What follows belongs to an exercise in optimizing a design on an open flow for small area; a production flow would make more cautious choices. Function was checked by simulation only, so behaviour that the tests miss may differ from the original. In every run shown here, the design's own scripts or RTL, not TritonCTS, make the clock network. The clock port is modelled as an ideal driver, which makes a skipped or thinned clock tree look cheaper than it is; a real chip needs a root buffer or a tree. Power figures rest on the tool's default switching activity, not on a simulated workload.

**flow/design.v**
```verilog
`timescale 1ns/1ps
module top(input clk,sys_rst,
            input [15:0] din,
            output [15:0] dout,
            output dout_valid,
            output din_ack,
            output [15:0] imem_addr,
            input [31:0] imem_data,
            output halted
);
    localparam [1:0] S_INIT = 2'd0, S_EXEC = 2'd1, S_UPD = 2'd2, S_HALT = 2'd3;
    reg [4:0]  ph;
    reg [1:0]  st;
    reg        cp;         
    reg        jt;         
    reg        pcc;        
    reg        cf, zf, sf, vf;
    reg [15:0] pc;
    reg [15:0] T;          
    reg [15:0] sg;         
    reg [511:0] gq;        
    reg [255:0] dq;        
    wire [3:0] b    = ph[3:0];
    wire       half = ph[4];
    wire       b0   = (b == 4'd0);
    wire       b15  = (b == 4'd15);
    wire [4:0]  op   = imem_data[31:27];
    wire [4:0]  rdst = imem_data[26:22];
    wire [4:0]  rs1  = imem_data[21:17];
    wire        imm  = imem_data[16];
    wire [4:0]  rs2  = imem_data[15:11];
    wire [15:0] isrc = imem_data[15:0];
    wire exec = (st == S_EXEC);
    wire upd  = (st == S_UPD);
    wire init = (st == S_INIT);
    wire op_mul  = (op == 5'd4);
    wire op_add  = (op == 5'd2);
    wire op_sub  = (op == 5'd3);
    wire op_gdm  = (op == 5'd12);
    wire op_din  = (op == 5'd13);
    wire op_dout = (op == 5'd14);
    wire op_dgpr = (op == 5'd15);
    wire op_jmp  = (op[4:3] == 2'b10) | (op == 5'd24);
    wire op_halt = (op == 5'd25);
    wire writes  = (op <= 5'd11) | op_dgpr;
    wire dmw     = op_gdm | op_din;
    wire [15:0] ghead, gmid;
    wire [7:0]  dhead, dmid;
    genvar gi;
    generate
        for (gi = 0; gi < 16; gi = gi + 1) begin : gt
            assign ghead[gi] = gq[32*gi + 31];
            assign gmid[gi]  = gq[32*gi + 15];
        end
        for (gi = 0; gi < 8; gi = gi + 1) begin : dt
            assign dhead[gi] = dq[32*gi + 31];
            assign dmid[gi]  = dq[32*gi + 15];
        end
    endgenerate
    wire [31:0] gtap = {gmid, ghead};
    wire [15:0] dtap = {dmid, dhead};
    wire copyw  = ~cp;
    wire [4:0] sa = copyw ? (op_gdm ? rs1 : rs2) : (writes ? rs1 : rdst);
    wire a_bit = gtap[{sa[4] ^ half, sa[3:0]}];
    wire r_bit = a_bit;
    wire m_bit = dtap[{isrc[3] ^ half, isrc[2:0]}];
    wire i_bit = isrc[b];
    wire d_bit = din[b];
    wire bb    = T[0];
    wire ua    = imm ? T[0] : a_bit;
    wire final_w = ~copyw & (writes ? (half == rdst[4]) :
                             dmw    ? (half == isrc[3]) : 1'b1);
    wire mstep = exec & op_mul & final_w;
    wire clr   = exec & op_mul & copyw;
    wire y     = mstep & a_bit;
    wire [15:0] pp = {16{y}} & T;
    wire [16:0] mc;
    wire [15:0] ms;
    assign mc[0] = 1'b0;
    generate
        for (gi = 0; gi < 16; gi = gi + 1) begin : mfa
            assign ms[gi]   = sg[gi] ^ pp[gi] ^ mc[gi];
            assign mc[gi+1] = (sg[gi] & pp[gi]) | (sg[gi] & mc[gi]) | (pp[gi] & mc[gi]);
        end
    endgenerate
    wire [16:0] msum = {mc[16], ms};
    wire bx   = bb ^ op_sub;
    wire cin  = b0 ? op_sub : cf;
    wire sum  = a_bit ^ bx ^ cin;
    wire cout = (a_bit & bx) | (a_bit & cin) | (bx & cin);
    reg res;
    always @(*) begin
        case (op)
            5'd0:  res = sg[0];
            5'd1:  res = ua;
            5'd2:  res = sum;
            5'd3:  res = sum;
            5'd4:  res = msum[0];
            5'd5:  res = a_bit | bb;
            5'd6:  res = a_bit & bb;
            5'd7:  res = a_bit ^ bb;
            5'd8:  res = ~(a_bit ^ bb);
            5'd9:  res = ~(a_bit & bb);
            5'd10: res = ~(a_bit | bb);
            5'd11: res = ~ua;
            5'd15: res = m_bit;
            default: res = r_bit;
        endcase
    end
    reg jcond;
    always @(*) begin
        case (op)
            5'd16: jcond = 1'b1;
            5'd17: jcond = cf;
            5'd18: jcond = ~cf;
            5'd19: jcond = sf;
            5'd20: jcond = ~sf;
            5'd21: jcond = zf;
            5'd22: jcond = ~zf;
            5'd23: jcond = vf;
            5'd24: jcond = ~vf;
            default: jcond = 1'b0;
        endcase
    end
    wire gwe  = exec & final_w & writes;
    wire dwe  = exec & final_w & dmw;
    wire dbit = op_din ? d_bit : T[0];
    assign din_ack    = exec & final_w & op_din & b15;
    assign dout_valid = upd & b0 & op_dout;
    assign dout       = T;
    assign imem_addr  = pc;
    assign halted     = (st == S_HALT);
    integer i;
    always @(posedge clk) begin
        for (i = 0; i < 16; i = i + 1)
            gq[32*i +: 32] <= {gq[32*i +: 31],
                               (gwe && rdst[3:0] == i) ? res : gq[32*i + 31]};
        for (i = 0; i < 8; i = i + 1)
            dq[32*i +: 32] <= {dq[32*i +: 31],
                               (dwe && isrc[2:0] == i) ? dbit : dq[32*i + 31]};
    end
    always @(posedge clk)
        sg <= {mstep ? msum[16] : (clr ? 1'b0 : sg[0]), msum[15:1]};
    wire tshift = (exec & (copyw | (final_w & ~op[4] & ~op_mul & (op[3:1] != 3'b111)))) | (upd & jt);
    wire tin    = op[4] ? i_bit :
                  (op[3:2] == 2'b11) ? (op[1] ? m_bit : a_bit) :
                  (imm ? i_bit : a_bit);
    always @(posedge clk)
        if (tshift) T <= {tin, T[15:1]};
    wire pshift = (upd | init) & ~b15;
    wire pcy    = b0 ? pc[0] : pcc;
    wire nb     = init ? 1'b0 : (jt ? T[1] : (pc[1] ^ pcy));
    always @(posedge clk) begin
        pcc <= pcy & pc[1];
        if (pshift) pc[15:1] <= {nb, pc[15:2]};
        if ((upd | init) & b0) pc[0] <= init ? 1'b0 : (jt ? isrc[0] : ~pc[0]);
    end
    always @(posedge clk) begin
        if (sys_rst) begin
            ph <= 5'd0;
            st <= S_INIT;
            cp <= 1'b0;
            cf <= 1'b0;
            zf <= 1'b0;
            sf <= 1'b0;
            vf <= 1'b0;
        end else begin
            ph <= ph + 5'd1;
            case (st)
                S_INIT: if (b15) st <= S_EXEC;
                S_EXEC: begin
                    if (b0 & ~cp) jt <= jcond;
                    if (b0 & op_halt) st <= S_HALT;
                    else if (b15 & final_w) st <= S_UPD;
                    if (b15) cp <= 1'b1;
                    cf <= b15 ? (op_add & cout) : cout;
                    zf <= (b0 ? 1'b1 : zf) & ~res;
                    if (b15) begin
                        sf <= res;
                        vf <= (op_add | op_sub) & (cin ^ cout);
                    end
                end
                S_UPD: begin
                    if (b0 & op_mul) begin
                        zf <= zf & ~(|sg);
                        sf <= sg[15];
                    end
                    if (b15) begin
                        st <= S_EXEC;
                        cp <= 1'b0;
                    end
                end
                default: ;
            endcase
        end
    end
endmodule
```
**flow/flow/run.sh**
```bash
#!/bin/bash
# Own layout flow. It is the standard flow (standard synthesis, floorplan,
# power grid, tap cells, placement, routing, finishing unchanged) except:
#  - every port gets a buf_1 as its port buffer (BUFFER_PORTS_ARGS)
#  - the clock tree is built by flow/cts.tcl instead of TritonCTS: balanced
#    groups of flip-flops, each driven by one leaf buffer, all leaf buffers
#    driven by one root buffer (see flow/cts.tcl); ORFS's post-CTS timing
#    repair still runs.
# Each tool's output goes to its own log: ORFS writes one log per step under
# orfs/logs/, and make's output for each part goes to flow_*.log here.
set -euo pipefail
cd "$(dirname "$0")/.."
source flow/params.sh
export BUFFER_PORTS_ARGS="-buffer_cell sky130_fd_sc_hd__buf_1"
export CTS_LEAF_SINKS CTS_LEAF_CELL CTS_ROOT_CELL CTS_MAX_SLEW
bash standard.sh place > flow_place.log 2>&1
bash standard.sh run RUN_SCRIPT="$PWD/flow/cts.tcl" RUN_LOG_NAME_STEM=4_1_cts > flow_cts.log 2>&1
bash standard.sh finish > flow_finish.log 2>&1
```
**flow/flow/cts.tcl**
```tcl
# Clock tree built by hand, in place of TritonCTS.
#
# The flip-flops are split by recursive bisection of their placed positions
# into groups of about CTS_LEAF_SINKS; each group is driven by one leaf clock
# buffer (CTS_LEAF_CELL) at the group's centre, and one root buffer
# (CTS_ROOT_CELL), driven by the clock port, drives all leaf buffers. After
# legalisation, every leaf whose worst clock-pin slew (placement parasitics)
# is over CTS_MAX_SLEW ns is split in two, until none is.
# Then the usual post-CTS steps of ORFS's cts.tcl: repair timing, legalise,
# write 4_1_cts.odb and 4_cts.sdc.
set leaf_sinks $::env(CTS_LEAF_SINKS)
set leaf_cell $::env(CTS_LEAF_CELL)
set root_cell $::env(CTS_ROOT_CELL)
set max_slew $::env(CTS_MAX_SLEW)
source $::env(SCRIPTS_DIR)/load.tcl
erase_non_stage_variables cts
load_design 3_place.odb 3_place.sdc

set block [ord::get_db_block]
set clk_net [$block findNet clk]

proc mkinst { name cell } {
  set m [[ord::get_db] findMaster $cell]
  return [odb::dbInst_create [ord::get_db_block] $m $name]
}
proc mknet { name } {
  set n [odb::dbNet_create [ord::get_db_block] $name]
  $n setSigType CLOCK
  return $n
}

# split items ({x y ...}) into n groups of nearly equal size by recursive bisection
proc bisect { items n } {
  if { $n <= 1 } { return [list $items] }
  set xs [lmap i $items { lindex $i 0 }]
  set ys [lmap i $items { lindex $i 1 }]
  set dx [expr {[tcl::mathfunc::max {*}$xs] - [tcl::mathfunc::min {*}$xs]}]
  set dy [expr {[tcl::mathfunc::max {*}$ys] - [tcl::mathfunc::min {*}$ys]}]
  set k [expr {$dx >= $dy ? 0 : 1}]
  set sorted [lsort -integer -index $k $items]
  set n1 [expr {$n / 2}]
  set cut [expr {int(round(double([llength $items]) * $n1 / $n))}]
  return [concat [bisect [lrange $sorted 0 [expr {$cut - 1}]] $n1] \
            [bisect [lrange $sorted $cut end] [expr {$n - $n1}]]]
}

proc centre { items } {
  set sx 0.0; set sy 0.0
  foreach i $items { set sx [expr {$sx + [lindex $i 0]}]; set sy [expr {$sy + [lindex $i 1]}] }
  set n [llength $items]
  return [list [expr {int($sx / $n)}] [expr {int($sy / $n)}]]
}

# place inst's centre near (x, y), on the site grid; detailed placement legalises it
proc put { inst x y } {
  set m [$inst getMaster]
  set x [expr {$x - [$m getWidth] / 2}]
  set y [expr {$y - [$m getHeight] / 2}]
  $inst setLocation [expr {($x / 460) * 460}] [expr {($y / 2720) * 2720}]
  $inst setPlacementStatus PLACED
}

# sinks: {x y iterm}
set sinks {}
foreach it [$clk_net getITerms] {
  set b [[$it getInst] getBBox]
  lappend sinks [list [expr {([$b xMin] + [$b xMax]) / 2}] [expr {([$b yMin] + [$b yMax]) / 2}] $it]
}
puts "own CTS: [llength $sinks] sinks on net clk"

set root [mkinst ctsroot $root_cell]
set root_net [mknet clknet_root]
[$root findITerm X] connect $root_net
[$root findITerm A] connect $clk_net

# leaf name -> group of sinks
set nleaves 0
proc make_leaf { group } {
  global nleaves leaf_cell root_net leaf_of
  set name "ctsleaf_$nleaves"
  set inst [mkinst $name $leaf_cell]
  set net [mknet "clknet_leaf_$nleaves"]
  [$inst findITerm X] connect $net
  [$inst findITerm A] connect $root_net
  foreach s $group {
    set it [lindex $s 2]
    $it disconnect
    $it connect $net
  }
  lassign [centre $group] cx cy
  put $inst $cx $cy
  set leaf_of($name) $group
  incr nleaves
}

# remove every leaf, reconnecting its sinks to the clock net
proc clear_leaves { } {
  global leaf_of nleaves clk_net
  set block [ord::get_db_block]
  foreach name [array names leaf_of] {
    set inst [$block findInst $name]
    set net [[$inst findITerm X] getNet]
    foreach s $leaf_of($name) {
      set it [lindex $s 2]
      $it disconnect
      $it connect $clk_net
    }
    [$inst findITerm A] disconnect
    [$inst findITerm X] disconnect
    odb::dbInst_destroy $inst
    odb::dbNet_destroy $net
  }
  array unset leaf_of
  set nleaves 0
}

proc leaf_slew { name } {
  set net [[ord::get_db_block] findNet [string map {ctsleaf_ clknet_leaf_} $name]]
  set worst 0.0
  foreach it [$net getITerms] {
    if {[$it isOutputSignal]} continue
    set pin [get_pins [[$it getInst] getName]/[[$it getMTerm] getName]]
    set worst [expr {max($worst, [get_property $pin slew_max_rise], [get_property $pin slew_max_fall])}]
  }
  return $worst
}

set_placement_padding -global \
  -left $::env(CELL_PAD_IN_SITES_DETAIL_PLACEMENT) \
  -right $::env(CELL_PAD_IN_SITES_DETAIL_PLACEMENT)
set_propagated_clock [all_clocks]
lassign [centre $sinks] cx cy
put $root $cx $cy

# CTS_LEAF_SINKS sinks per leaf, then split every leaf whose slew is over
# CTS_MAX_SLEW in two, until none is
set n [expr {int(ceil(double([llength $sinks]) / $leaf_sinks))}]
foreach g [bisect $sinks $n] { make_leaf $g }
for {set round 0} {$round < 20} {incr round} {
  detailed_placement
  estimate_parasitics -placement
  set bad {}
  set worst 0.0
  foreach name [lsort -dictionary [array names leaf_of]] {
    set s [leaf_slew $name]
    set worst [expr {max($worst, $s)}]
    if { $s > $max_slew } { lappend bad $name }
  }
  puts [format "own CTS: %d leaves, worst clock-pin slew %.4f, %d over" $nleaves $worst [llength $bad]]
  if { [llength $bad] == 0 } break
  foreach name $bad {
    lassign [bisect $leaf_of($name) 2] g1 g2
    set inst [[ord::get_db_block] findInst $name]
    foreach s $g2 {
      [lindex $s 2] disconnect
      [lindex $s 2] connect $clk_net
    }
    set leaf_of($name) $g1
    lassign [centre $g1] cx cy
    put $inst $cx $cy
    make_leaf $g2
  }
}

foreach name [lsort -dictionary [array names leaf_of]] {
  puts [format "own CTS leaf %s: %d sinks, slew %.4f" $name [llength $leaf_of($name)] [leaf_slew $name]]
}
report_clock_skew

repair_timing_helper
detailed_placement
check_placement -verbose
estimate_parasitics -placement
report_clock_skew
report_worst_slack -min
report_worst_slack -max

orfs_write_db $::env(RESULTS_DIR)/4_1_cts.odb
orfs_write_sdc $::env(RESULTS_DIR)/4_cts.sdc
```
**flow/flow/params.sh**
```bash
CTS_LEAF_SINKS=32
CTS_LEAF_CELL=sky130_fd_sc_hd__clkbuf_16
CTS_ROOT_CELL=sky130_fd_sc_hd__clkbuf_16
CTS_MAX_SLEW=0.12
```
**flow/standard.sh**
```bash
#!/bin/bash
# synth_recipe.tcl (not shown) runs the flow's synth.tcl, then flattens the netlist and writes it again
# the make line also repeats each setting of config.mk as NAME=value (left out here)
make -C /OpenROAD-flow-scripts/flow DESIGN_CONFIG=/design/flow/config.mk WORK_HOME=/design/flow/orfs CLKGATE_MAP_FILE= SYNTH_SCRIPT=/design/flow/synth_recipe.tcl "${@:-finish}"
```
**flow/config.mk**
```make
export PLATFORM = sky130hd
export DESIGN_NAME = top
export DESIGN_NICKNAME = top
export VERILOG_FILES = /design/flow/design.v
export SDC_FILE = /design/flow/constraint.sdc
export NUM_CORES = 8
export LEC_CHECK = 0
export CAP_MARGIN = 20
export CORE_MARGIN = 2
export CORE_UTILIZATION = 55
export SLEW_MARGIN = 20
```
**flow/constraint.sdc**
```tcl
create_clock -name core_clock -period 15.0 [get_ports {clk}]
set_input_delay 3.0000 -clock core_clock [delete_from_list [all_inputs] [get_ports {clk}]]
set_output_delay 3.0000 -clock core_clock [all_outputs]
set_load 0.01 [all_outputs]
```
==> results.cfg, run 1 <==
[power]
power_w = 0.00319
power.density_nw_per_um2 = 149
ir_drop_uv = 142
p_leak_nw = 8.35

[drt]
vias = 8177
avgViaCountPerCell = 4.67
routedWlPerCell_um = 15.6
drt-total-wl_um = 27200
drtPass1Iterations = 4
drt_iter0_drc = 449
drc = 0
ant_nets = 0

[cells_and_area]
area_growth_pct = 7.45
layout.cells.non_filler = 1750
multiInputGateArea_um2 = 2760
layout_commonest_cell = dfxtp_1
regArea_um2 = 16900
stdcell_area_um2 = 21400
num-fill-cells = 2771
drive_gt1_share_pct = 6.69
fin_nets = 1360
final_cell_mix = dfxtp_1 (797), buf_1 (84), nor2_1 (39)

[setup_path]
cp.buffers_inverters = 4
cp_max_fo = 24
critPathKind = input port to register
cp_common_cell = fa_1
cp-start-kind = input port
r2r_end = sg[15]
r2r_setup_slack_ns = 6.30
reg2regPathDepth = 27
timing.rr.start = cp
cp_data_arrival_time_ns = 12.05
critPathRequiredTime_ns = 15.49
path_delay_family = adder cells
slowest_delay_ns = 0.75
critPathCaptureType = register
crit_slowest_cell = mux2i_2

[floorplanning]
die_x_um = 194
initial_core_util_pct = 55.9
dieArea_um2 = 37700
pin_count = 85
die_h_um = 194
core_area_um2 = 35600
num_rows = 69

[global_route]
grt_util_all_layers_pct = 14.2
grt_pass1_wl_um = 42500
antenna_found_initial = 3
overflow = 0
grt_start_max_net_pins = 33
grt_pass1_vias = 7726

[cts]
path_clk_slew_ns = 0.11
insertion_delay_ns = 0.62
postCtsSetupBuffers = 0
postCtsResizedCells = 0
holdBufCountCts = 0

[sta]
worst_slew_pin_slew_ns = 0.920
hold_viol = 0
finalSetupViolCount = 0
rsz0062_at_grt = false
relSlewSlack_pct = 37.5
skew_ns = 0.0355
max_freq_ghz = 0.0865
slew_viol_final = 0
fin_tns_setup_ns = 0
fin_crit_ns = 11.56
fin_crit_sh_pct = 77.1

[place]
placed_cells = 1719
gp_congestion = 0.817
hpwl_um = 18500
port_buffers = 84
placed_area_um2 = 20700

[yosys]
ys_seq_area_share_pct = 85.2
syn_area_um2 = 19900
async_flop_share_pct = 0
yosys_warnings = 1
synth_cells = 1198
synthFlopType = dfxtp_1
synth_cell_types = 60
synth_edf_count = 33
ys_ff_latch = 830
syn_avg_cell_area_um2 = 16.6
synth_fp_nets = 1270

[hold_path]
hold_end = dq[2]
hold_start = dq[1]
min_path_type = register to register
min_path_cells = 0

[run_status]
outcome = no timing/DRC/antenna violations

[run]
maxCapViolCount = 0
[Yosys cell counts (3+ instances only)]
library cell / count / area, um2
nor3_1: 7 / 35.0
xor2_1: 3 / 26.3
nor2b_1: 13 / 81.3
mux4_2: 15 / 338
nand2b_1: 4 / 25.0
dfxtp_1: 797 / 16000
ha_1: 6 / 75.1
edfxtp_1: 33 / 991
and3_1: 5 / 31.3
nor4_1: 8 / 50.1
nand3b_1: 5 / 37.5
inv_1: 14 / 52.6
mux2_2: 29 / 327
clkbuf_1: 15 / 56.3
or3_1: 3 / 18.8
a21oi_1: 17 / 85.1
xnor2_1: 5 / 43.8
nand2_1: 35 / 131
a22oi_1: 8 / 60.1
a211oi_1: 4 / 30.0
mux2i_1: 29 / 290
o21ai_0: 7 / 35.0
nand3_1: 12 / 60.1
buf_6: 3 / 33.8
or4_1: 3 / 22.5
buf_2: 4 / 20.0
fa_1: 16 / 320
nor2_1: 39 / 146
mux2i_4: 3 / 67.6
and2_1: 16 / 100
[final cells by class]
class	count	share of cell area (%)
Sequential cell	830	79.3
Multi-Input combinational cell	328	12.9
Buffer	28	3.28
Tap cell	461	2.70
Timing Repair Buffer	86	1.55
Inverter	14	0.246
Antenna cell	3	0.0351
[cell families after synthesis]
kind of cell | Yosys count | share of synthesized area, %
and+or+nand+nor | 165 | 4.42
DFF | 830 | 85.2
xor gates and xnor gates | 8 | 0.352
adders and majority gates | 22 | 1.99
muxes | 77 | 5.21
buffers and inverters | 40 | 0.931
AOI/OAI and AO/OA | 56 | 1.89
[through the flow]
step           setup slack (ns)  hold slack, ns  util [%]
6_report                   3.44           0.303      60.1
5_1_grt                    3.01           0.309      60.1
3_5_place_dp               2.87           0.312      58.1
3_3_place_gp               3.14           0.310      58.1
2_1_floorplan              4.09           0.310         -
[power by group]
part	total (W)	internal [W]	switching [W]
registers	0.00222	0.00222	0.00000496
logic	0.0000676	0.0000298	0.0000378
clock network	0.000898	0.000331	0.000567
total	0.00319	0.00258	0.000609
[per-layer routing]
metal / share of wire [%] / vias up / track usage, %
met2: 41 / 114 / 20.9
met3: 3.3 / 57 / 1.74
met4: 3.2 / 4 / 3.87
li1: - / 4081 / -
met1: 52 / 3921 / 22.1
met5: 0.11 / - / 0
[worst register-to-register path: stages (launching register included)]
cell and delay [ns]:
dfxtp_1 0.78, mux2i_2 0.87, mux2i_1 0.30, a22oi_1 0.10, nand3_1 0.12, o211a_4 0.24, nor3_4 0.10, and2_1 0.21
fa_1 0.38, inv_1 0.07, fa_1 0.18, inv_1 0.06, fa_1 0.38, fa_1 0.39, fa_1 0.39, fa_1 0.39
fa_1 0.39, fa_1 0.40, fa_1 0.40, fa_1 0.41, fa_1 0.39, fa_1 0.38, fa_1 0.39, fa_1 0.37
inv_1 0.08, fa_1 0.16, o31ai_1 0.08, a22o_1 0.18
[worst max path at each step]
stage	from	end	slack, ns	cells past startpoint
2_1_floorplan	imem_data[29]	sg[14]	4.09	31
3_3_place_gp	imem_data[28]	sg[14]	3.14	30
3_5_place_dp	imem_data[28]	sg[15]	2.87	31
5_1_grt	imem_data[28]	sg[15]	3.01	31
6_report	imem_data[28]	sg[15]	3.44	31
[state kept, by name (all words and copies together), names as in the netlist]
register and flops:
pcc 1, dq 256, T 16, cp 1, vf 1, ph 5, zf 1, sf 1
gq 512, sg 16, jt 1, cf 1, st 2, pc 16
==> run 2, diff against run 1 <==
==> flow/config.mk (replaced) <==
export PLATFORM = sky130hd
export DESIGN_NAME = top
export DESIGN_NICKNAME = top
export VERILOG_FILES = /design/flow/design.v
export SDC_FILE = /design/flow/constraint.sdc
export NUM_CORES = 8
export LEC_CHECK = 0
export CAP_MARGIN = 0
export CORE_MARGIN = 2
export CORE_UTILIZATION = 65
export SLEW_MARGIN = 0
==> run 2 against run 1 <==
Against the previous run: still clean on timing, DRC and antenna; clock skew is 0.022 ns lower; critical path depth stayed put; via count is 0.66% lower; utilization is 10 points higher; global-route usage is 2.4 points higher; sequential power hardly changed; largest cell class unchanged.
==> results.cfg, run 2 <==
[cts]
postCtsSetupBuffers = 0
postCtsResizedCells = 0
path_clk_slew_ns = 0.12
insertion_delay_ns = 0.60
holdBufCountCts = 0

[yosys]
synth-compound-area-share_pct = 1.89
ys_top_cells_by_count = dfxtp_1 (797), nor2_1 (39), nand2_1 (35), edfxtp_1 (33)
synth.mux.area_fraction_pct = 5.21
synth_fp_nets = 1270
ys_ff_latch = 830
synth_top_family_by_area = multiplexers
synth.most_common_cell = dfxtp_1
synth.area.top_cells = dfxtp_1 (80%), edfxtp_1 (5.0%), mux4_2 (1.7%)
synth_edf_count = 33
synthFlopType = dfxtp_1
synth_cells = 1198
yosys.area_share.adder_pct = 1.99
syn_area_um2 = 19900
ys_seq_area_share_pct = 85.2
async_flop_share_pct = 0
yosysTopAreaCell = dfxtp_1
synth-simple-area-share_pct = 4.42
synth_top_area_share_pct = 80.2
yosys_warnings = 1
synth-xor-area-share_pct = 0.352
syn_avg_cell_area_um2 = 16.6
synth_cell_types = 60

[drt]
drt-total-wl_um = 26700
drtPass1Iterations = 5
vias = 8123
avgViaCountPerCell = 4.82
drt_iter0_drc = 340
ant_nets = 0
drc = 0
routedWlPerCell_um = 15.8

[place]
gp_congestion = 0.865
hpwl_um = 18000
placed_cells = 1653
placed_area_um2 = 20600
port_buffers = 84

[sta]
finalSetupViolCount = 0
worst_slew_pin_slew_ns = 1.20
rsz0062_at_grt = false
fin_crit_ns = 11.57
fin_tns_setup_ns = 0
fin_crit_sh_pct = 77.1
skew_ns = 0.0134
slew_viol_final = 0
hold_viol = 0
relSlewSlack_pct = 19.6
max_freq_ghz = 0.0865

[power]
seq_power_share_pct = 70.2
power.density_nw_per_um2 = 149
p_leak_nw = 8.34
ir_drop_uv = 160
clockPowerShare_pct = 27.7
p_switching_w = 0.000599
combPwrFrac_pct = 2.1
swShare_pct = 18.9
p_int_w = 0.00257

[global_route]
grt_pass1_wl_um = 41000
grt_start_max_net_pins = 33
overflow = 0
grt_pass1_vias = 7598
grt_util_all_layers_pct = 16.5
antenna_found_initial = 3

[setup_path]
critPathCaptureType = register
cp_max_fo = 24
r2r_setup_slack_ns = 6.29
cp_data_arrival_time_ns = 12.07
slowest_delay_ns = 0.77
critPathKind = input port to register
cp_common_cell = fa_1
r2r_end = sg[15]
cp-start-kind = input port
crit_slowest_cell = mux2i_2
critPathRequiredTime_ns = 15.50
reg2regPathDepth = 27
timing.rr.start = cp

[cells_and_area]
post-route-util_pct = 70.1
largest_reg_flops = 512
regMostFlops = gq
largestRegisters = gq x512, dq x256
area_growth_pct = 6.91
fin_nets = 1358
layout_commonest_cell = dfxtp_1
final_cell_mix = dfxtp_1 (797), buf_1 (84), nor2_1 (39)
layout.cells.non_filler = 1685
stdcell_area_um2 = 21300
drive_gt1_share_pct = 6.54

[run_status]
outcome = no timing/DRC/antenna violations

[hold_path]
min_path_type = register to register
hold_start = dq[148]
min_path_cells = 0
hold_end = dq[149]

[floorplanning]
pin_count = 85
num_rows = 64
die_x_um = 179
die_h_um = 179
dieArea_um2 = 32000
initial_core_util_pct = 65.5
core_area_um2 = 30300

[run]
maxCapViolCount = 0
## run 2: cell types whose count changed in the layout (fill, tap and decap cells not counted), sizes merged
cell    delta
diode      +2
buf        -1
clkbuf     -1
## run 2: worst max-delay path: cells and delay by family
kind | cells | cell delay [ns]
multiplexers | 3 | 1.23
adder cells (fa/ha/maj) | 15 | 5.40
AO/OA/AOI/OAI | 5 | 1.00
AND/OR/NAND/NOR | 4 | 0.59
buffers and inverters | 4 | 0.84
## run 2: power by group through the flow
| stage | clock network, W | registers, W | logic [W] |
|---|---|---|---|
| floorplan | 0 | 0.00227 | 0.0000527 |
| global placement | 0 | 0.00227 | 0.0000652 |
| detailed placement | 0 | 0.00227 | 0.0000663 |
| global route | 0.000980 | 0.00222 | 0.0000732 |
| finish | 0.000877 | 0.00222 | 0.0000663 |
## run 2: per-layer routing
metal | share of wire [%] | vias up | global-route usage, % | wire length (um)
met5 | 0 | - | 0 | 0
met4 | 2.6 | 0 | 4.57 | 686
met3 | 4.3 | 33 | 1.91 | 1160
met2 | 42 | 139 | 24.7 | 11100
met1 | 51 | 3883 | 25.7 | 13700
li1 | - | 4068 | - | -
## run 2: how the worst max path moves through the flow
stage | startpoint | endpoint | slack (ns)
2_1_floorplan | imem_data[29] | sg[14] | 4.09
3_3_place_gp | imem_data[28] | sg[14] | 3.15
3_5_place_dp | imem_data[28] | sg[15] | 2.85
5_1_grt | imem_data[28] | sg[14] | 2.88
6_report | imem_data[28] | sg[15] | 3.43
## run 2: final cells by class
class	instances	area [um2]
Fill cell	2015	9090
Multi-Input combinational cell	328	2760
Timing Repair Buffer	85	323
Buffer	27	676
Antenna cell	5	12.5
Inverter	14	52.6
Tap cell	396	495
Sequential cell	830	16900
## run 2: per-stage QoR
| step | hold slack, ns | total power, W | worst slack (ns) |
|---|---|---|---|
| global route | 0.335 | 0.00328 | 2.88 |
| detailed placement | 0.312 | 0.00234 | 2.85 |
| floorplan | 0.310 | 0.00232 | 4.09 |
| global placement | 0.309 | 0.00234 | 3.15 |
| finish | 0.322 | 0.00317 | 3.43 |
## run 2: cells by family (layout without fill, tap and decap cells)
| logic type | count (synthesis) | count (layout) |
|---|---|---|
| flops | 830 | 830 |
| simple gates | 165 | 165 |
| mux | 77 | 77 |
| compound gates | 56 | 56 |
| buf+inv | 40 | 126 |
| fa+ha+maj | 22 | 22 |
| xor+xnor | 8 | 8 |
| other cells | 0 | 5 |
==> run 3, diff against run 2 <==
--- a/flow/flow/cts.tcl
+++ b/flow/flow/cts.tcl
@@ -167,6 +167,34 @@
 }
 report_clock_skew
 
+# Downsize logic cells that synthesis sized up: each combinational cell that is
+# not a clock buffer and not a port buffer goes to the smallest drive strength
+# of its kind; repair_design and repair_timing below size up again where needed.
+set ndown 0
+set lib_cells {}
+foreach inst [$block getInsts] {
+  set m [$inst getMaster]
+  set mname [$m getName]
+  if { ![regexp {^(sky130_fd_sc_hd__[a-z0-9]+)_([0-9]+)$} $mname -> base drive] } continue
+  if { [string match *df* $base] || [string match *clk* $base] || [string match *dly* $base] } continue
+  if { [string match *tap* $base] || [string match *fill* $base] || [string match *decap* $base] } continue
+  if { [regexp {^(input|output)[0-9]+$} [$inst getName]] } continue
+  set best ""
+  foreach d {0 1} {
+    set cand [[ord::get_db] findMaster ${base}_$d]
+    if { $cand != "NULL" && [$cand getWidth] < [$m getWidth] } { set best $cand; break }
+  }
+  if { $best == "" } continue
+  if { [lsearch -exact $::env(DONT_USE_CELLS) [$best getName]] >= 0 } continue
+  replace_cell [$inst getName] [$best getName]
+  incr ndown
+}
+puts "own CTS: downsized $ndown cells"
+estimate_parasitics -placement
+repair_design_helper
+detailed_placement
+estimate_parasitics -placement
+
 repair_timing_helper
 detailed_placement
 check_placement -verbose
--- a/flow/config.mk
+++ b/flow/config.mk
@@ -5,7 +5,7 @@
 export SDC_FILE = /design/flow/constraint.sdc
 export NUM_CORES = 8
 export LEC_CHECK = 0
-export CAP_MARGIN = 0
+export CAP_MARGIN = 20
 export CORE_MARGIN = 2
 export CORE_UTILIZATION = 65
-export SLEW_MARGIN = 0
+export SLEW_MARGIN = 20
==> run 3 against run 2 <==
Against the previous run: clock skew up 0.0017 ns; global-route usage about the same; cell area fell by 0.28%; routed wire length is 0.84% lower; combinational power down 5.6%; die area unchanged; total power down 0.27%; critical path depth is 1 lower; register-to-register slack worse by 0.03 ns; first-iteration DRC count shrank 1.5%; setup slack got worse by 0.12 ns; critical path type unchanged; critical endpoint is now sg[14]; highest routed layer unchanged.
==> results.cfg, run 3 <==
[floorplanning]
initial_core_util_pct = 65.5
core_area_um2 = 30300
dieArea_um2 = 32000
die_h_um = 179
num_rows = 64
pin_count = 85
die_x_um = 179

[sta]
holdWs_ns = 0.328
worst_slew_pin_slew_ns = 0.926
fin_crit_ns = 11.68
skew_ns = 0.0152
fin_crit_sh_pct = 77.9
relSlewSlack_pct = 37.0
slew_viol_final = 0
max_freq_ghz = 0.0856
hold_viol = 0
rsz0062_at_grt = false
finalSetupViolCount = 0
fin_tns_setup_ns = 0

[cells_and_area]
area_growth_pct = 6.61
fin_nets = 1359
largestRegisters = gq x512, dq x256
regMostFlops = gq
drive_gt1_share_pct = 6.15
num-fill-cells = 2025
stdcell_area_um2 = 21200
largest_reg_flops = 512
final_cell_mix = dfxtp_1 (797), buf_1 (85), nor2_1 (38)
layout_commonest_cell = dfxtp_1
layout.cells.non_filler = 1685

[global_route]
grt_pass1_wl_um = 40900
grt_pass1_vias = 7568
grt_util_all_layers_pct = 16.5
overflow = 0
grt_start_max_net_pins = 33
antenna_found_initial = 2

[setup_path]
cp_common_cell = fa_1
cp_max_fo = 18
critPathCaptureType = register
critPathRequiredTime_ns = 15.55
crit_slowest_cell = mux2i_2
cp-start-kind = input port
critPathKind = input port to register
slowest_delay_ns = 0.71
cp_data_arrival_time_ns = 12.24

[cts]
postCtsSetupBuffers = 0
path_clk_slew_ns = 0.11
holdBufCountCts = 0
insertion_delay_ns = 0.60
postCtsResizedCells = 0

[drt]
drt_iter0_drc = 335
routedWlPerCell_um = 15.7
vias = 8149
drt-total-wl_um = 26500
drc = 0
avgViaCountPerCell = 4.84
ant_nets = 0
drtPass1Iterations = 5

[power]
power_w = 0.00316
p_switching_w = 0.000593
p_leak_nw = 8.32
combPwrFrac_pct = 2.0
clockPowerShare_pct = 27.7
swShare_pct = 18.8
seq_power_share_pct = 70.4
p_int_w = 0.00256
power.density_nw_per_um2 = 149
ir_drop_uv = 155

[yosys]
syn_avg_cell_area_um2 = 16.6
synth.most_common_cell = dfxtp_1
synth_top_area_share_pct = 80.2
synth_cell_types = 60
synth_cells = 1198
ys_seq_area_share_pct = 85.2
ys_top_cells_by_count = dfxtp_1 (797), nor2_1 (39), nand2_1 (35), edfxtp_1 (33)
yosysTopAreaCell = dfxtp_1
ys_ff_latch = 830
syn_area_um2 = 19900
synth_edf_count = 33
synth_fp_nets = 1270
synth.area.top_cells = dfxtp_1 (80%), edfxtp_1 (5.0%), mux4_2 (1.7%)
synthFlopType = dfxtp_1
async_flop_share_pct = 0
yosys_warnings = 1

[place]
hpwl_um = 18000
placed_cells = 1653
port_buffers = 84
placed_area_um2 = 20600
gp_congestion = 0.865

[run_status]
outcome = no timing/DRC/antenna violations

[hold_path]
min_path_type = register to register

[run]
maxCapViolCount = 0
==> run 3: cell counts after synthesis <==
No cell type changed its count.
==> run 3: worst max-delay path, delay by kind of cell <==
| kind | cells | cell delay (ns) |
|---|---|---|
| AOI/OAI and AO/OA | 2 | 0.40 |
| and+or+nand+nor | 5 | 1.22 |
| muxes | 3 | 1.20 |
| adders and majority gates | 15 | 5.65 |
| buffers and inverters | 5 | 0.77 |
==> run 3: per-stage QoR <==
step / util, % / setup WS (ns)
after floorplan: - / 4.09
after global placement: 67.8 / 3.15
after detailed placement: 67.8 / 2.87
after global routing: 69.8 / 2.80
final: 69.9 / 3.32
==> run 3: path summary, 6_finish.rpt <==
path                 startpoint  endpoint  slack, ns  cells after the start
setup / recovery  imem_data[29]    sg[14]       3.32                     30
hold / removal          dq[148]   dq[149]       0.33                      0
setup reg to reg             cp    sg[14]       6.26                     27
hold reg to reg         dq[148]   dq[149]       0.33                      0
==> run 3: final cells by class <==
type,instances,area [um2],share of cell area [%]
antenna,4,10.0,0.0472
inverter,14,52.6,0.248
timing repair buffer,86,324,1.53
sequential,830,16900,79.9
tap,396,495,2.34
multi-input combinational,328,2700,12.7
buffer,27,676,3.19
==> run 3: cells by family (layout without fill, tap and decap cells) <==
family	Yosys count	after routing	synth area share, %
adders and majority gates	22	22	1.99
AOI/OAI and AO/OA	56	56	1.89
and+or+nand+nor	165	165	4.42
buffers and inverters	40	127	0.931
other	0	4	0
xor gates and xnor gates	8	8	0.352
DFF	830	830	85.2
muxes	77	77	5.21
==> run 3: per-layer routing <==
metal	up-vias	track usage, %	share of wire (%)
li1	4065	-	-
met1	3896	25.5	51
met2	146	24.5	42
met3	42	2.06	4.5
met4	0	4.91	2.9
met5	-	0	0
==> run 3: power by group through the flow <==
stage | sequential (W) | combinational, W | clock, W
2_1_floorplan | 0.00227 | 0.0000527 | 0
3_3_place_gp | 0.00227 | 0.0000652 | 0
3_5_place_dp | 0.00227 | 0.0000663 | 0
5_1_grt | 0.00222 | 0.0000695 | 0.000981
6_report | 0.00222 | 0.0000626 | 0.000873
==> run 4, diff against run 3 <==
--- a/flow/flow/run.sh
+++ b/flow/flow/run.sh
@@ -1,6 +1,7 @@
 #!/bin/bash
-# Own layout flow. It is the standard flow (standard synthesis, floorplan,
-# power grid, tap cells, placement, routing, finishing unchanged) except:
+# Own layout flow. It is the standard flow (floorplan, power grid, tap
+# cells, placement, routing, finishing unchanged) except:
+#  - synthesis maps the logic with an area-oriented abc script (flow/own_synth.tcl)
 #  - every port gets a buf_1 as its port buffer (BUFFER_PORTS_ARGS)
 #  - the clock tree is built by flow/cts.tcl instead of TritonCTS: balanced
 #    groups of flip-flops, each driven by one leaf buffer, all leaf buffers
@@ -13,6 +14,7 @@
 source flow/params.sh
 export BUFFER_PORTS_ARGS="-buffer_cell sky130_fd_sc_hd__buf_1"
 export CTS_LEAF_SINKS CTS_LEAF_CELL CTS_ROOT_CELL CTS_MAX_SLEW
+bash standard.sh synth SYNTH_SCRIPT="$PWD/flow/own_synth.tcl" > flow_synth.log 2>&1
 bash standard.sh place > flow_place.log 2>&1
 bash standard.sh run RUN_SCRIPT="$PWD/flow/cts.tcl" RUN_LOG_NAME_STEM=4_1_cts > flow_cts.log 2>&1
 bash standard.sh finish > flow_finish.log 2>&1
==> flow/flow/abc_own.script (new file) <==
strash
dch -f
amap -m -C 2000 -F 2 -A 8
==> flow/flow/own_synth.tcl (new file) <==
# Synthesis: the standard synthesis script (synth_recipe.tcl) with one
# change: abc maps the logic with flow/abc_own.script, an area-oriented
# mapping (amap), instead of ORFS's speed script. Everything before and after
# abc (including the flip-flop mapping, flattening and renaming) is unchanged,
# so the flip-flops keep their names and cells.
proc synth {args} { yosys synth -nofsm -noshare {*}$args }
set ::own_abc_script [file join [file dirname [file normalize [info script]]] abc_own.script]
proc abc {args} {
  set i [lsearch -exact $args -script]
  if {$i >= 0} { set args [lreplace $args $i [expr {$i + 1}] -script $::own_abc_script] }
  yosys abc {*}$args
}
source $::env(SCRIPTS_DIR)/synth.tcl
# left out here: clear keep_hierarchy, flatten, clean up, hide names made inside functions, write 1_2_yosys.v
==> run 4 against run 3 <==
Against the previous run: first-iteration DRC count rose by 29%; hold slack got worse by 0.028 ns; combinational power is 6.1% lower; sequential share of layout area grew 1.3 points; still clean; sequential power hardly changed.
==> results.cfg, run 4 <==
[yosys]
synth_fp_nets = 1303
synth.most_common_cell = dfxtp_1
synth_cells = 1231
synth_top_area_share_pct = 82.5
synth_cell_types = 35
synth.area.top_cells = dfxtp_1 (82%), edfxtp_1 (5.1%), fa_1 (1.7%)
yosys_warnings = 1
syn_avg_cell_area_um2 = 15.7
async_flop_share_pct = 0
ys_top_cells_by_count = dfxtp_1 (797), nor2_1 (81), clkinv_1 (60), o22ai_1 (44), a21oi_1 (43)
synth_edf_count = 33
syn_area_um2 = 19300
ys_ff_latch = 830
ys_seq_area_share_pct = 87.6
synthFlopType = dfxtp_1
yosysTopAreaCell = dfxtp_1

[cells_and_area]
largestRegisters = gq x512, dq x256
area_growth_pct = 7.87
final_cell_mix = dfxtp_1 (797), buf_1 (89), nor2_1 (81)
fin_nets = 1421
regMostFlops = gq
drive_gt1_share_pct = 2.08
largest_reg_flops = 512
num-fill-cells = 1863
post-route-util_pct = 70.8
layout_commonest_cell = dfxtp_1

[hold_path]
min_path_type = register to register
min_path_cells = 0
hold_end = dq[60]
hold_start = dq[59]

[floorplanning]
initial_core_util_pct = 65.6
die_h_um = 177
core_area_um2 = 29500
dieArea_um2 = 31200
num_rows = 63
die_x_um = 177
pin_count = 85

[sta]
fin_crit_ns = 13.31
finalSetupViolCount = 0
rsz0062_at_grt = false
slew_viol_final = 0
max_freq_ghz = 0.0751
hold_viol = 0
skew_ns = 0.0431
worst_slew_pin_slew_ns = 0.981
fin_crit_sh_pct = 88.7
relSlewSlack_pct = 33.9
fin_tns_setup_ns = 0

[power]
combPwrFrac_pct = 1.8
ir_drop_uv = 167
power.density_nw_per_um2 = 153
swShare_pct = 19.5
seq_power_share_pct = 69.6
p_int_w = 0.00257
power_w = 0.00319
clockPowerShare_pct = 28.6
p_switching_w = 0.000623
p_leak_nw = 7.95

[setup_path]
critPathCaptureType = register
r2r_setup_slack_ns = 4.57
crit_slowest_cell = buf_1
critPathKind = input port to register
startpoint = imem_data[28]
cp_data_arrival_time_ns = 13.87
cp_common_cell = fa_1
r2r_end = sg[14]
slowest_delay_ns = 0.59
timing.rr.start = cp
critPathRequiredTime_ns = 15.56
cp-start-kind = input port
reg2regPathDepth = 32
cp_max_fo = 17

[drt]
drtPass1Iterations = 4
drc = 0
drt_iter0_drc = 432
avgViaCountPerCell = 5.04
vias = 8772
routedWlPerCell_um = 19.0
drt-total-wl_um = 33000
ant_nets = 0

[cts]
holdBufCountCts = 0
postCtsResizedCells = 0
postCtsSetupBuffers = 0
insertion_delay_ns = 0.62
path_clk_slew_ns = 0.11

[place]
hpwl_um = 21300
gp_congestion = 0.842
port_buffers = 84

[global_route]
grt_util_all_layers_pct = 21.3
grt_start_max_net_pins = 33
grt_pass1_vias = 8790
grt_pass1_wl_um = 50700
overflow = 0
antenna_found_initial = 3

[run_status]
outcome = no timing/DRC/antenna violations

[run]
maxCapViolCount = 0
run 4: changes by cell type after synthesis, sizes merged, moves of 17 or more:
| cell | previous run | this run |
|---|---|---|
| o22ai | 2 | 44 |
| nor2 | 39 | 81 |
| mux2i | 33 | 0 |
| nand2 | 35 | 18 |
| mux2 | 29 | 0 |
| clkinv | 0 | 60 |
| and2 | 17 | 0 |
| a21oi | 17 | 43 |
run 4: logic make-up (layout without fill, tap and decap cells):
family / count (synthesis) / after routing / synth area share [%]
buffers and inverters: 61 / 177 / 1.20
adders and majority gates: 22 / 22 / 2.04
DFF: 830 / 830 / 87.6
other: 0 / 3 / 0
AOI/OAI and AO/OA: 155 / 155 / 5.32
and+or+nand+nor: 163 / 163 / 3.84
run 4: area by class of cell:
class                      instances  area [um2]  share of cell area [%]
multi-input combinational        340        2170                    10.4
timing repair buffer              89         334                    1.60
inverter                          60         225                    1.08
buffer                            28         701                    3.36
tap                              390         488                    2.34
antenna                            3        7.51                  0.0360
sequential                       830       16900                    81.2
run 4: how the worst max path moves through the flow:
stage | to | slack, ns
5_1_grt | sg[14] | 0.95
3_3_place_gp | sg[14] | 1.73
3_5_place_dp | sg[14] | 1.64
2_1_floorplan | sg[14] | 2.41
6_report | sg[14] | 1.69
run 4: layer usage:
layer	GRT usage [%]	routed length, um	vias up
li1	-	-	4318
met1	31.2	15700	4206
met2	34.8	15200	203
met3	1.79	1230	45
met4	5.06	890	0
met5	0	0	-
run 4: worst max-delay path, delay by kind of cell:
family,cells,cell delay [ns]
adders and majority gates,16,5.84
buffers and inverters,9,2.17
AOI/OAI and AO/OA,7,1.72
and+or+nand+nor,5,1.13
run 4: power groups by stage:
stage	combinational [W]	clock [W]	sequential, W
global placement	0.0000578	0	0.00227
finish	0.0000588	0.000911	0.00222
global route	0.0000641	0.000998	0.00222
floorplan	0.0000343	0	0.00227
detailed placement	0.0000585	0	0.00227
run 4: through the flow:
stage | hold WS [ns] | worst slack [ns] | instances | area [um2]
after global placement | 0.310 | 1.73 | 1709 | 20200
after global routing | 0.303 | 0.954 | 1739 | 20900
after floorplan | 0.310 | 2.41 | 1231 | 19300
final | 0.299 | 1.69 | 1740 | 20900
after detailed placement | 0.312 | 1.64 | 1709 | 20200
==> run 5, diff against run 4 <==
--- a/flow/flow/cts.tcl
+++ b/flow/flow/cts.tcl
@@ -1,11 +1,13 @@
 # Clock tree built by hand, in place of TritonCTS.
 #
 # The flip-flops are split by recursive bisection of their placed positions
-# into groups of about CTS_LEAF_SINKS; each group is driven by one leaf clock
-# buffer (CTS_LEAF_CELL) at the group's centre, and one root buffer
-# (CTS_ROOT_CELL), driven by the clock port, drives all leaf buffers. After
-# legalisation, every leaf whose worst clock-pin slew (placement parasitics)
-# is over CTS_MAX_SLEW ns is split in two, until none is.
+# into groups; each group is driven by one leaf clock buffer (CTS_LEAF_CELL)
+# at the group's centre, and one root buffer (CTS_ROOT_CELL), driven by the
+# clock port, drives all leaf buffers. After legalisation, every leaf whose
+# worst clock-pin slew (placement parasitics) is over CTS_MAX_SLEW ns is split
+# in two, until none is. A few trials (group counts from about CTS_LEAF_SINKS
+# sinks per group up, and bisection directions) are made from the same
+# placement, and the one with the fewest leaves is kept.
 # Then the usual post-CTS steps of ORFS's cts.tcl: repair timing, legalise,
 # write 4_1_cts.odb and 4_cts.sdc.
 set leaf_sinks $::env(CTS_LEAF_SINKS)
@@ -30,18 +32,18 @@
 }
 
 # split items ({x y ...}) into n groups of nearly equal size by recursive bisection
-proc bisect { items n } {
+proc bisect { items n {w 1.0} } {
   if { $n <= 1 } { return [list $items] }
   set xs [lmap i $items { lindex $i 0 }]
   set ys [lmap i $items { lindex $i 1 }]
   set dx [expr {[tcl::mathfunc::max {*}$xs] - [tcl::mathfunc::min {*}$xs]}]
   set dy [expr {[tcl::mathfunc::max {*}$ys] - [tcl::mathfunc::min {*}$ys]}]
-  set k [expr {$dx >= $dy ? 0 : 1}]
+  set k [expr {$dx * $w >= $dy ? 0 : 1}]
   set sorted [lsort -integer -index $k $items]
   set n1 [expr {$n / 2}]
   set cut [expr {int(round(double([llength $items]) * $n1 / $n))}]
-  return [concat [bisect [lrange $sorted 0 [expr {$cut - 1}]] $n1] \
-            [bisect [lrange $sorted $cut end] [expr {$n - $n1}]]]
+  return [concat [bisect [lrange $sorted 0 [expr {$cut - 1}]] $n1 $w] \
+            [bisect [lrange $sorted $cut end] [expr {$n - $n1}] $w]]
 }
 
 proc centre { items } {
@@ -132,35 +134,67 @@
 lassign [centre $sinks] cx cy
 put $root $cx $cy
 
-# CTS_LEAF_SINKS sinks per leaf, then split every leaf whose slew is over
-# CTS_MAX_SLEW in two, until none is
-set n [expr {int(ceil(double([llength $sinks]) / $leaf_sinks))}]
-foreach g [bisect $sinks $n] { make_leaf $g }
-for {set round 0} {$round < 20} {incr round} {
-  detailed_placement
-  estimate_parasitics -placement
-  set bad {}
-  set worst 0.0
-  foreach name [lsort -dictionary [array names leaf_of]] {
-    set s [leaf_slew $name]
-    set worst [expr {max($worst, $s)}]
-    if { $s > $max_slew } { lappend bad $name }
-  }
-  puts [format "own CTS: %d leaves, worst clock-pin slew %.4f, %d over" $nleaves $worst [llength $bad]]
-  if { [llength $bad] == 0 } break
-  foreach name $bad {
-    lassign [bisect $leaf_of($name) 2] g1 g2
-    set inst [[ord::get_db_block] findInst $name]
-    foreach s $g2 {
-      [lindex $s 2] disconnect
-      [lindex $s 2] connect $clk_net
+# the placement before any clock buffer, restored before each trial
+set saved {}
+foreach inst [$block getInsts] {
+  if { [$inst isFixed] } continue
+  lappend saved [list $inst {*}[$inst getLocation] [$inst getOrient]]
+}
+proc restore_placement { } {
+  foreach s $::saved {
+    lassign $s inst x y o
+    $inst setOrient $o
+    $inst setLocation $x $y
+    $inst setPlacementStatus PLACED
+  }
+}
+
+# one trial: n groups by bisection (split direction weighted by w), then every
+# leaf whose slew is over max_slew is split in two until none is; returns the
+# number of leaves
+proc trial { n w } {
+  global sinks leaf_of nleaves max_slew clk_net
+  foreach g [bisect $sinks $n $w] { make_leaf $g }
+  for {set round 0} {$round < 20} {incr round} {
+    detailed_placement
+    estimate_parasitics -placement
+    set bad {}
+    foreach name [lsort -dictionary [array names leaf_of]] {
+      if { [leaf_slew $name] > $max_slew } { lappend bad $name }
     }
-    set leaf_of($name) $g1
-    lassign [centre $g1] cx cy
-    put $inst $cx $cy
-    make_leaf $g2
-  }
-}
+    if { [llength $bad] == 0 } break
+    foreach name $bad {
+      lassign [bisect $leaf_of($name) 2 $w] g1 g2
+      set inst [[ord::get_db_block] findInst $name]
+      foreach s $g2 {
+        [lindex $s 2] disconnect
+        [lindex $s 2] connect $clk_net
+      }
+      set leaf_of($name) $g1
+      lassign [centre $g1] cx cy
+      put $inst $cx $cy
+      make_leaf $g2
+    }
+  }
+  return [array size leaf_of]
+}
+
+# search: from about CTS_LEAF_SINKS sinks per leaf upwards in leaf count,
+# a few split-direction weights; keep the trial with the fewest leaves
+set n0 [expr {int(ceil(double([llength $sinks]) / $leaf_sinks))}]
+set best {}
+foreach n [list $n0 [expr {$n0 + 1}] [expr {$n0 + 2}] [expr {$n0 + 3}]] {
+  foreach w {1.0 0.5 0.7 0.85 1.2 1.4 2.0} {
+    set got [trial $n $w]
+    puts "own CTS trial: $n groups, weight $w -> $got leaves"
+    if { $best == {} || $got < [lindex $best 0] } { set best [list $got $n $w] }
+    clear_leaves
+    restore_placement
+  }
+}
+lassign $best got n w
+puts "own CTS: best trial $n groups, weight $w, $got leaves"
+trial $n $w
 
 foreach name [lsort -dictionary [array names leaf_of]] {
   puts [format "own CTS leaf %s: %d sinks, slew %.4f" $name [llength $leaf_of($name)] [leaf_slew $name]]
==> flow/flow/params.sh (replaced) <==
CTS_LEAF_SINKS=36
CTS_LEAF_CELL=sky130_fd_sc_hd__clkbuf_16
CTS_ROOT_CELL=sky130_fd_sc_hd__clkbuf_16
CTS_MAX_SLEW=0.12
==> run 5 against run 4 <==
Against the previous run: still clean on timing, DRC and antenna; clock power shrank 3.3%; total power shrank 0.91%; synthesized cell count is the same; hold slack gained 0.031 ns; setup slack gained 0.016 ns; combinational power grew 0.7%; via count shrank 0.59%; sequential cell count is the same; maximum frequency grew 0.12%; first-iteration DRC count grew 19%; sequential share of layout area grew 0.20 points; area after synthesis is the same; critical endpoint unchanged.
==> results.cfg, run 5 <==
[power]
power.density_nw_per_um2 = 152
clockPowerShare_pct = 27.9
p_int_w = 0.00254
p_leak_nw = 7.92
ir_drop_uv = 141
p_switching_w = 0.000616
seq_power_share_pct = 70.2
swShare_pct = 19.5
combPwrFrac_pct = 1.9

[cells_and_area]
area_growth_pct = 7.60
final_cell_mix = dfxtp_1 (797), buf_1 (89), nor2_1 (81)
drive_gt1_share_pct = 1.93
layout.cells.non_filler = 1737
regMostFlops = gq
largest_reg_flops = 512
fin_nets = 1419
largestRegisters = gq x512, dq x256
layout_commonest_cell = dfxtp_1
num-fill-cells = 1875

[yosys]
synthFlopType = dfxtp_1
synth_top_area_share_pct = 82.5
syn_avg_cell_area_um2 = 15.7
yosys_warnings = 1
synth.area.top_cells = dfxtp_1 (82%), edfxtp_1 (5.1%), fa_1 (1.7%)
async_flop_share_pct = 0
synth_cell_types = 35
synth_cells = 1231
yosysTopAreaCell = dfxtp_1
ys_ff_latch = 830
ys_top_cells_by_count = dfxtp_1 (797), nor2_1 (81), clkinv_1 (60), o22ai_1 (44), a21oi_1 (43)
syn_area_um2 = 19300
synth_edf_count = 33
ys_seq_area_share_pct = 87.6
synth.most_common_cell = dfxtp_1
synth_fp_nets = 1303

[sta]
slew_viol_final = 0
relSlewSlack_pct = 34.0
hold_viol = 0
skew_ns = 0.0140
max_freq_ghz = 0.0752
fin_ws_ns = 1.71
fin_crit_ns = 13.29
fin_tns_setup_ns = 0
fin_crit_sh_pct = 88.6
rsz0062_at_grt = false
finalSetupViolCount = 0
worst_slew_pin_slew_ns = 0.980

[setup_path]
critPathCaptureType = register
startpoint = imem_data[28]
timing.rr.start = cp
critPathRequiredTime_ns = 15.57
cp_max_fo = 17
path_delay_family = adder cells
critPathKind = input port to register
slowest_delay_ns = 0.59
crit_slowest_cell = buf_1
cp.buffers_inverters = 9
cp-start-kind = input port
cp_common_cell = fa_1
cp_data_arrival_time_ns = 13.86

[floorplanning]
die_x_um = 177
pin_count = 85
num_rows = 63
initial_core_util_pct = 65.6
dieArea_um2 = 31200
core_area_um2 = 29500
die_h_um = 177

[drt]
vias = 8720
routedWlPerCell_um = 18.7
drt-total-wl_um = 32600
drc = 0
drtPass1Iterations = 4
ant_nets = 0
avgViaCountPerCell = 5.02
drt_iter0_drc = 513

[place]
placed_cells = 1709
hpwl_um = 21300
place_ws_ns = 1.64
gp_congestion = 0.842
port_buffers = 84

[run]
maxCapViolCount = 0

[cts]
holdBufCountCts = 0
postCtsSetupBuffers = 0
postCtsResizedCells = 0
insertion_delay_ns = 0.61
path_clk_slew_ns = 0.12

[global_route]
grt_pass1_vias = 8764
overflow = 0
antenna_found_initial = 2
grt_start_max_net_pins = 35
grt_util_all_layers_pct = 20.9
grt_pass1_wl_um = 50000

[hold_path]
min_path_type = register to register
hold_start = gq[341]

[run_status]
outcome = no timing/DRC/antenna violations
[run 5: changes by cell type in the layout (fill, tap and decap cells not counted), sizes merged]
cell / before / now
diode: 3 / 2
clkbuf: 28 / 26
[run 5: per-stage QoR]
stage | utilization [%] | hold WS, ns | total power [W] | area [um2]
2_1_floorplan | - | 0.310 | 0.00230 | 19300
3_3_place_gp | 68.4 | 0.310 | 0.00233 | 20200
3_5_place_dp | 68.4 | 0.312 | 0.00233 | 20200
5_1_grt | 70.6 | 0.334 | 0.00324 | 20800
6_report | 70.6 | 0.331 | 0.00316 | 20800
[run 5: power by group through the flow]
stage	combinational, W	clock (W)	sequential, W
2_1_floorplan	0.0000343	0	0.00227
3_3_place_gp	0.0000578	0	0.00227
3_5_place_dp	0.0000585	0	0.00227
5_1_grt	0.0000645	0.000958	0.00222
6_report	0.0000592	0.000881	0.00222
[run 5: area by class of cell]
cell class / instances / area (um2) / share of cell area, %
Sequential cell: 830 / 16900 / 81.4
Tap cell: 390 / 488 / 2.34
Multi-Input combinational cell: 340 / 2170 / 10.4
Antenna cell: 2 / 5.00 / 0.0240
Buffer: 26 / 651 / 3.13
Inverter: 60 / 225 / 1.08
Timing Repair Buffer: 89 / 334 / 1.60
[run 5: worst paths after layout]
| path | slack (ns) | to | depth (start not counted) |
|---|---|---|---|
| setup / recovery | 1.71 | sg[14] | 37 |
| hold / removal | 0.33 | gq[342] | 0 |
| setup reg to reg | 4.54 | sg[14] | 32 |
| hold reg to reg | 0.33 | gq[342] | 0 |
[run 5: layer usage]
| metal | up-vias | wire length (um) | share of wire [%] | global-route usage [%] |
|---|---|---|---|---|
| met1 | 4203 | 15900 | 49 | 30.9 |
| met3 | 56 | 845 | 2.6 | 1.27 |
| met5 | - | 0 | 0 | 0 |
| met4 | 0 | 1040 | 3.2 | 5.65 |
| li1 | 4303 | - | - | - |
| met2 | 158 | 14800 | 45 | 33.9 |
[run 5: kinds of logic after synthesis]
group | Yosys count | share of synthesized area [%]
compound gates | 155 | 5.32
flops | 830 | 87.6
buf+inv | 61 | 1.20
simple gates | 163 | 3.84
fa+ha+maj | 22 | 2.04
==> run 6, diff against run 5 <==
==> flow/flow/abc_own.script (replaced) <==
strash
&get -n
&deepsyn -T 120
&put
dch -f
amap -m -C 2000 -F 2 -A 8
==> run 6 against run 5 <==
Against the previous run: still clean on timing, DRC and antenna; sequential cell count is the same; die area shrank 0.60%; sequential share of layout area grew 0.54 points; maximum frequency grew 0.32%; critical path type unchanged; largest power group unchanged.
==> results.cfg, run 6 <==
[floorplanning]
dieArea_um2 = 31000
num_rows = 62
initial_core_util_pct = 66.4
die_h_um = 176
die_x_um = 176
pin_count = 85
core_area_um2 = 28900

[cells_and_area]
largest_reg_flops = 512
layout_commonest_cell = dfxtp_1
fin_nets = 1394
area_growth_pct = 7.56
layout.cells.non_filler = 1705
largestRegisters = gq x512, dq x256
drive_gt1_share_pct = 2.05
post-route-util_pct = 71.5
regMostFlops = gq
final_cell_mix = dfxtp_1 (797), nor2_1 (99), buf_1 (86)
num-fill-cells = 1693

[sta]
fin_crit_sh_pct = 88.3
fin_tns_setup_ns = 0
worst_slew_pin_slew_ns = 1.03
hold_viol = 0
finalSetupViolCount = 0
slew_viol_final = 0
relSlewSlack_pct = 31.2
max_freq_ghz = 0.0755
rsz0062_at_grt = false
fin_ws_ns = 1.75
fin_crit_ns = 13.25
skew_ns = 0.0174

[yosys]
synth_cells = 1209
yosys_warnings = 1
syn_avg_cell_area_um2 = 15.9
synth_edf_count = 33
synth.most_common_cell = dfxtp_1
synth_fp_nets = 1281
ys_top_cells_by_count = dfxtp_1 (797), nor2_1 (100), clkinv_1 (58), a21oi_1 (33), edfxtp_1 (33)
async_flop_share_pct = 0
ys_seq_area_share_pct = 88.1
synthFlopType = dfxtp_1
synth_cell_types = 35
synth_top_area_share_pct = 83.0
synth.area.top_cells = dfxtp_1 (83%), edfxtp_1 (5.2%), nor2_1 (2.0%)
syn_area_um2 = 19200
yosysTopAreaCell = dfxtp_1
ys_ff_latch = 830

[power]
p_switching_w = 0.000613
combPwrFrac_pct = 1.7
p_int_w = 0.00254
ir_drop_uv = 185
power.density_nw_per_um2 = 153
clockPowerShare_pct = 28.0
p_leak_nw = 7.97
seq_power_share_pct = 70.3
swShare_pct = 19.4

[cts]
insertion_delay_ns = 0.59
postCtsSetupBuffers = 0
path_clk_slew_ns = 0.12
postCtsResizedCells = 0
holdBufCountCts = 0

[global_route]
grt_util_all_layers_pct = 22.8
overflow = 0
antenna_found_initial = 2
grt_start_max_net_pins = 35
grt_pass1_wl_um = 53100
grt_pass1_vias = 8948

[hold_path]
min_path_cells = 0
min_path_type = register to register
hold_start = gq[245]

[drt]
m1WireLength_um = 15500
top_layer_used = met5
drt-total-wl_um = 34800
routed-wl-met2_um = 16900
vias = 8601
drtPass1Iterations = 5
drt_iter0_drc = 842
drc = 0
routedWlPerCell_um = 20.4
met3_wirelength_um = 1720
avgViaCountPerCell = 5.04
ant_nets = 0

[setup_path]
timing.rr.start = cp
cp_data_arrival_time_ns = 13.80
critPathCaptureType = register
cp_common_cell = fa_1
critPathRequiredTime_ns = 15.55
reg2regPathDepth = 33
r2r_setup_slack_ns = 4.59
worst-path-stages = 36
slowest_delay_ns = 0.56
r2r_end = sg[14]
path_delay_family = adder cells
endpoint = sg[14]
crit_slowest_cell = o32ai_1
startpoint = imem_data[28]
cp_max_fo = 14
cp-start-kind = input port
critPathKind = input port to register
cp.buffers_inverters = 9

[place]
port_buffers = 84
placed_cells = 1678
hpwl_um = 22500
gp_congestion = 0.888
place_ws_ns = 1.14

[run]
maxCapViolCount = 0

[run_status]
outcome = no timing/DRC/antenna violations
-- run 6: final cells by class --
cell class	instances	area [um2]	share of cell area, %
Inverter	58	218	1.05
Antenna cell	1	2.50	0.0121
Multi-Input combinational cell	320	2060	9.95
Timing Repair Buffer	86	323	1.56
Sequential cell	830	16900	82.0
Tap cell	384	480	2.32
Buffer	26	651	3.15
-- run 6: worst min path at each step --
stage / end
finish: gq[246]
global route: dq[118]
detailed placement: dq[210]
global placement: gq[397]
floorplan: dq[100]
-- run 6: cell families after synthesis --
family                     Yosys count  share of synthesized area, %
buffers and inverters               59                          1.17
adders and majority gates           22                          2.06
DFF                                830                          88.1
AOI/OAI and AO/OA                  116                          4.46
and+or+nand+nor                    182                          4.17
-- run 6: metrics by stage --
stage,instance area (um2),power (W),hold slack (ns)
final,20700,0.00316,0.326
after global routing,20700,0.00324,0.336
after detailed placement,20000,0.00232,0.312
after global placement,20000,0.00232,0.310
after floorplan,19200,0.00230,0.310
-- run 6: per-layer routing --
layer,vias to the layer above,track usage [%]
li1,4170,-
met1,4138,31.7
met2,244,39.5
met3,45,3.14
met4,4,3.31
met5,-,0
-- run 6: power by group through the flow --
stage	registers, W	logic [W]	clock network (W)
5_1_grt	0.00222	0.0000598	0.000957
3_5_place_dp	0.00227	0.0000531	0
3_3_place_gp	0.00227	0.0000534	0
6_report	0.00222	0.0000540	0.000883
2_1_floorplan	0.00227	0.0000297	0

## re-timing with driven ports
In the flow no input, the clock included, has a driving cell. The finished layouts below were timed again as built, in two steps. Step 1 sets driving cells, clkbuf_16 on the clock port and buf_2 on the other inputs (assumed; they add their load-dependent delay and slew). Step 2, shift: input delay + t, output delay - t, t = (earliest + latest rising clock arrival at the registers) / 2. This alone moves slack from input paths to output paths. Slacks: ideal / step 1 / step 2; pairs: ideal / step 1.
run | t, ns | setup WS [ns] | worst setup path after step 2 | pins driven straight from the clock port
run 1 | 0.645 | 3.436 / 3.433 / 2.788 | input to register | 1
run 2 | 0.638 | 3.433 / 3.424 / 2.786 | input to register | 1
run 3 | 0.637 | 3.316 / 3.312 / 2.674 | input to register | 1
run 4 | 0.644 | 1.692 / 1.692 / 1.048 | input to register | 1
run 5 | 0.645 | 1.708 / 1.708 / 1.064 | input to register | 1
run 6 | 0.631 | 1.751 / 1.775 / 1.145 | input to register | 1
After both steps every run listed still meets setup and hold. The setup slack of run 1, which loses most, moves by -0.003 ns with the drivers and by -0.648 ns with both steps.
